This design comes from an exercise in tuning for small area on the open sky130 flow, not from production work.
The RTL was checked by simulation tests, not by an equivalence proof against the original design.

==> exp/ember <==
## cordic_amplitude_angle
module cordic_amplitude_angle (
    input                clk,
    input                rst_n,
    input  signed [31:0] x,
    input  signed [31:0] y,
    input                pre_vaild,
    output signed [31:0] amplitude,
    output signed [31:0] angle,
    output reg           post_vaild
);
wire sx_i = x[31];
wire [28:0] ax_i = sx_i ? (~x[28:0] + 29'd1) : x[28:0];
wire [29:0] y_i = y[29:0];
wire d0 = y_i[29];
wire nd0 = ~d0;
wire e0 = d0 ^ ~sx_i;
wire [28:0] xo0 = y_i[28:0] ^ {29{d0}};
wire [29:0] Xn0_p, Xn0_g;
assign Xn0_p[0] = ax_i[0] ^ xo0[0]; assign Xn0_g[0] = ax_i[0] & xo0[0];
assign Xn0_p[1] = ax_i[1] ^ xo0[1]; assign Xn0_g[1] = ax_i[1] & xo0[1];
assign Xn0_p[2] = ax_i[2] ^ xo0[2]; assign Xn0_g[2] = ax_i[2] & xo0[2];
assign Xn0_p[3] = ax_i[3] ^ xo0[3]; assign Xn0_g[3] = ax_i[3] & xo0[3];
assign Xn0_p[4] = ax_i[4] ^ xo0[4]; assign Xn0_g[4] = ax_i[4] & xo0[4];
assign Xn0_p[5] = ax_i[5] ^ xo0[5]; assign Xn0_g[5] = ax_i[5] & xo0[5];
assign Xn0_p[6] = ax_i[6] ^ xo0[6]; assign Xn0_g[6] = ax_i[6] & xo0[6];
assign Xn0_p[7] = ax_i[7] ^ xo0[7]; assign Xn0_g[7] = ax_i[7] & xo0[7];
assign Xn0_p[8] = ax_i[8] ^ xo0[8]; assign Xn0_g[8] = ax_i[8] & xo0[8];
assign Xn0_p[9] = ax_i[9] ^ xo0[9]; assign Xn0_g[9] = ax_i[9] & xo0[9];
assign Xn0_p[10] = ax_i[10] ^ xo0[10]; assign Xn0_g[10] = ax_i[10] & xo0[10];
assign Xn0_p[11] = ax_i[11] ^ xo0[11]; assign Xn0_g[11] = ax_i[11] & xo0[11];
assign Xn0_p[12] = ax_i[12] ^ xo0[12]; assign Xn0_g[12] = ax_i[12] & xo0[12];
assign Xn0_p[13] = ax_i[13] ^ xo0[13]; assign Xn0_g[13] = ax_i[13] & xo0[13];
assign Xn0_p[14] = ax_i[14] ^ xo0[14]; assign Xn0_g[14] = ax_i[14] & xo0[14];
assign Xn0_p[15] = ax_i[15] ^ xo0[15]; assign Xn0_g[15] = ax_i[15] & xo0[15];
assign Xn0_p[16] = ax_i[16] ^ xo0[16]; assign Xn0_g[16] = ax_i[16] & xo0[16];
  ...
Settings: LEC_CHECK=0, CAP_MARGIN=20, CORE_MARGIN=2, CORE_UTILIZATION=40, SLEW_MARGIN=20; clock period 7.5 ns.
run.sh (not shown) runs the stock make flow with config.mk's settings and CLKGATE_MAP_FILE= SYNTH_SCRIPT=/design/flow/synth_recipe.tcl, a recipe that flattens the netlist after the stock synthesis.
==> exp/violet: changes against exp/ember <==
==> flow/flow/run.sh (new file) <==
#!/bin/bash
# The standard layout flow (standard.sh) with one change: the buffers that
# global placement puts on every input and output port are
# sky130_fd_sc_hd__buf_1 cells instead of the default choice (the resizer may
# still upsize them). standard.sh's own output goes to standard_flow.log; each
# ORFS step keeps its full log under orfs/logs/.
export BUFFER_PORTS_ARGS="-buffer_cell sky130_fd_sc_hd__buf_1"
bash standard.sh > standard_flow.log 2>&1
==> flow/standard.sh (new file) <==
#!/bin/bash
# synth_recipe.tcl (not shown) runs the flow's synth.tcl, then flattens the netlist and writes it again
# the make line also repeats each setting of config.mk as NAME=value (left out here)
make -C /OpenROAD-flow-scripts/flow DESIGN_CONFIG=/design/flow/config.mk WORK_HOME=/design/flow/orfs CLKGATE_MAP_FILE= SYNTH_SCRIPT=/design/flow/synth_recipe.tcl "${@:-finish}"
Settings changed: CTS_CLUSTER_DIAMETER set to 70, CTS_CLUSTER_SIZE set to 25.
removed: flow/run.sh
==> summary of the runs <==
exp/violet completed with no timing, DRC or antenna violations. exp/ember finished clean. Design area: exp/violet is smaller than exp/ember (2.0%). Via count is about the same in exp/violet and exp/ember. Against exp/ember, the cell count of exp/violet is smaller by 0.49%. Clock skew: exp/violet is higher than exp/ember (0.020 ns). In exp/ember the core utilization is higher than in exp/violet, by 0.91 points. In exp/violet the maximum frequency is lower than in exp/ember, by about 1%.
==> figures <==
Slew at the pin with the worst max-slew slack: exp/ember 0.911 ns; exp/violet 0.984 ns
Worst-case clock skew: exp/ember 0.0405 ns; exp/violet 0.0608 ns
Cell depth of the worst flop-to-flop path: exp/ember 26; exp/violet 38
Worst hold path endpoint: exp/ember e3_s7$_DFF_P_; exp/violet e6_s11$_DFF_P_
Crit path arrival time: exp/ember 5.78 ns; exp/violet 5.86 ns
Pin count of the biggest net entering global routing: exp/ember 45; exp/violet 46
Final non-clock buffer share: exp/ember 3.40%; exp/violet 1.91%
Utilization after layout: exp/ember 45.0%; exp/violet 44.0%
Worst Hold Slack: exp/ember 0.305 ns; exp/violet 0.325 ns
First element of the critical path: exp/ember L_s16[10]$_DFF_P_; exp/violet L_s16[11]$_DFF_P_
Outcome: exp/ember no timing/DRC/antenna violations; exp/violet no timing/DRC/antenna violations

* * *

==> harbor <==
cordic_amplitude_angle again, from the RTL that the note above started with.
clock: 7.5 ns
lec_check: 0
cap_margin: 20
core_margin: 2
core_utilization: 40
slew_margin: 20
standard.sh (not shown) runs the stock make flow with config.mk's settings and CLKGATE_MAP_FILE= SYNTH_SCRIPT=/design/flow/synth_recipe.tcl, a recipe that flattens the netlist after the stock synthesis.
==> flow/flow/run.sh <==
#!/bin/bash
# The standard layout flow (standard.sh) with one change: the buffers that
# global placement puts on every input and output port are
# sky130_fd_sc_hd__buf_1 cells instead of the default choice (the resizer may
# still upsize them). standard.sh's own output goes to standard_flow.log; each
# ORFS step keeps its full log under orfs/logs/.
export BUFFER_PORTS_ARGS="-buffer_cell sky130_fd_sc_hd__buf_1"
bash standard.sh > standard_flow.log 2>&1
==> amber (differences from harbor) <==
==> flow/flow/run.sh (replaced) <==
#!/bin/bash
# The standard layout flow (standard.sh), with the port buffers that global
# placement inserts on every input and output made of sky130_fd_sc_hd__buf_1
# cells instead of the default choice; the resizer may still upsize them.
export BUFFER_PORTS_ARGS="-buffer_cell sky130_fd_sc_hd__buf_1"
# Remove the buffers ABC inserted and let the resizer buffer the design instead.
export REMOVE_ABC_BUFFERS=1
bash standard.sh > standard_flow.log 2>&1
status=$?
cp standard.sh standard_copy.sh.txt 2>/dev/null
exit $status
==> results.txt <==
metric                                                               harbor       amber
Vias in the first global route                                        36512       35899
Total length of routed met3 wires                                   3150 um     3380 um
# resized after CTS                                                      28          39
Outcome                                    no timing/DRC/antenna violations  no timing/DRC/antenna violations
Dpl cell area                                                     53100 um2   53100 um2
Critical Path Stages                                                     22          21
Routed metal-1 wire length                                         51700 um    50200 um
Skew-Pair Late Insertion Delay                                       680 ps      660 ps
Fin nets                                                               6658        6665
Global routing usage on met1                                          22.4%       21.6%
Post-route fraction of the period consumed by the critical path       98.0%       96.8%
Worst Slack Setup Final                                              146 ps      241 ps
Fin util                                                              44.3%       44.4%
Met2 Resource Use GR                                                  31.3%       30.7%

* * *

==> build 15 <==
cordic_amplitude_angle, a different RTL version from the one above (not shown whole).
==> flow/config.mk <==
export PLATFORM = sky130hd
export DESIGN_NAME = cordic_amplitude_angle
export DESIGN_NICKNAME = cordic_amplitude_angle
export VERILOG_FILES = /design/flow/design.v
export SDC_FILE = /design/flow/constraint.sdc
export NUM_CORES = 4
export LEC_CHECK = 0
export CAP_MARGIN = 20
export CORE_MARGIN = 2
export CORE_UTILIZATION = 55
export PLACE_DENSITY = 0.65
export SLEW_MARGIN = 20
==> flow/constraint.sdc <==
create_clock -name core_clock -period 7.5 [get_ports {clk}]
set_input_delay 1.5000 -clock core_clock [delete_from_list [all_inputs] [get_ports {clk}]]
set_output_delay 1.5000 -clock core_clock [all_outputs]
set_load 0.01 [all_outputs]
==> flow/flow/run.sh <==
#!/bin/bash
# The standard layout flow (standard.sh) with two changes:
# - the buffers that global placement puts on every input and output port are
#   sky130_fd_sc_hd__buf_1 cells instead of the default choice (the resizer may
#   still upsize them);
# - clock tree synthesis clusters up to 30 flip-flops within 80 um per leaf
#   buffer and inserts no dummy loads.
# standard.sh's own output goes to standard_flow.log; each ORFS step keeps its
# full log under orfs/logs/.
export BUFFER_PORTS_ARGS="-buffer_cell sky130_fd_sc_hd__buf_1"
export CTS_ARGS="-sink_clustering_enable -repair_clock_nets -sink_clustering_size 30 -sink_clustering_max_diameter 80 -dont_use_dummy_load"
bash standard.sh > standard_flow.log 2>&1
==> build 74: changes against build 15 <==
==> flow/flow/run.sh (replaced) <==
#!/bin/bash
# The standard layout flow (standard.sh) with one change: the buffers that
# global placement puts on every input and output port are
# sky130_fd_sc_hd__buf_1 cells instead of the default choice (the resizer may
# still upsize them). standard.sh's own output goes to standard_flow.log; each
# ORFS step keeps its full log under orfs/logs/.
export BUFFER_PORTS_ARGS="-buffer_cell sky130_fd_sc_hd__buf_1"
bash standard.sh > standard_flow.log 2>&1
- CORE_UTILIZATION: 55 -> 40
- PLACE_DENSITY: 0.65 -> unset
==> trial 34: changes against build 15 <==
- CORE_UTILIZATION: 55 -> 40
- PLACE_DENSITY: 0.65 -> unset
==> results.txt <==
Shortest period the worst path allows: build 74 7.125 ns; trial 34 7.176 ns; build 15 7.170 ns
Aggregate global-route resource usage: build 74 0.1766; trial 34 0.1753; build 15 0.2315
Die width: build 74 361.5 um; trial 34 361.5 um; build 15 308.8 um
Met1 usage in global routing: build 74 0.2256; trial 34 0.2254; build 15 0.3035
Critical path's slowest cell: build 74 fa_1; trial 34 fa_1; build 15 dfxtp_1
Worst setup path startpoint: build 74 L_s16[4]; trial 34 L_s16[7]; build 15 L_s16[9]
Clock buffer count from CTS: build 74 59; trial 34 40; build 15 39
Antenna cell count: build 74 0; trial 34 1; build 15 0
Vias in the first global route: build 74 36642; trial 34 36328; build 15 35870
Met3 demand-to-capacity share in global routing: build 74 0.01783; trial 34 0.01521; build 15 0.02213
Layout cell share with drive strength beyond 1: build 74 0.04974; trial 34 0.03741; build 15 0.03614
Arrival time reported for the critical path endpoint: build 74 5.62 ns; trial 34 5.68 ns; build 15 5.67 ns
Result of the run: build 74 complete, no violations; trial 34 complete, no violations; build 15 complete, no violations
Synth-to-layout area growth: build 74 9.408%; trial 34 7.144%; build 15 6.042%
Achievable frequency: build 74 140.4 MHz; trial 34 139.4 MHz; build 15 139.5 MHz
Storage element area: build 74 10290 um^2; trial 34 10290 um^2; build 15 10280 um^2
Worst min-delay path endpoint: build 74 e8_s13; trial 34 e1_s5; build 15 e2_s5
Setup repair after global routing missed its margin: build 74 no; trial 34 -; build 15 yes
Post-detailed-route via-to-cell ratio: build 74 5.008; trial 34 5.026; build 15 5.346
Transition time of the tightest slew-check pin: build 74 0.9810 ns; trial 34 0.9989 ns; build 15 0.9193 ns

[separate check: timing with driven ports]
Ports are ideal in the flow. The routed layouts listed here were re-timed in OpenROAD.
Step 1, drivers: a clkbuf_16 drives clk and a buf_2 each remaining input, both assumed.
Step 2 adds t to the input delays and takes it off the output delays; t is the mean of the earliest and latest rising clock arrival at the registers after step 1. Input paths then give back, and output paths get back, about the clock's delay inside the block.
Slacks: no drivers / after step 1 / after step 2; pairs: no drivers / after step 1.
| run | t (ns) | slack for setup (ns) | worst setup path after step 2 | cell pins on the clock port's net |
|---|---|---|---|---|
| exp/ember | 0.722 | 0.216 / 0.144 / 0.545 | register to register | 1 |
| exp/violet | 0.709 | 0.139 / 0.068 / 0.429 | register to register | 1 |
| harbor | 0.724 | 0.146 / 0.080 / 0.402 | register to register | 1 |
| amber | 0.722 | 0.241 / 0.175 / 0.546 | register to register | 1 |
| build 15 | 0.626 | 0.330 / 0.268 / 0.397 | register to register | 1 |
| build 74 | 0.709 | 0.375 / 0.306 / 0.542 | register to register | 1 |
| trial 34 | 0.643 | 0.324 / 0.257 / 0.510 | register to register | 1 |
After both steps every run listed still meets setup and hold.
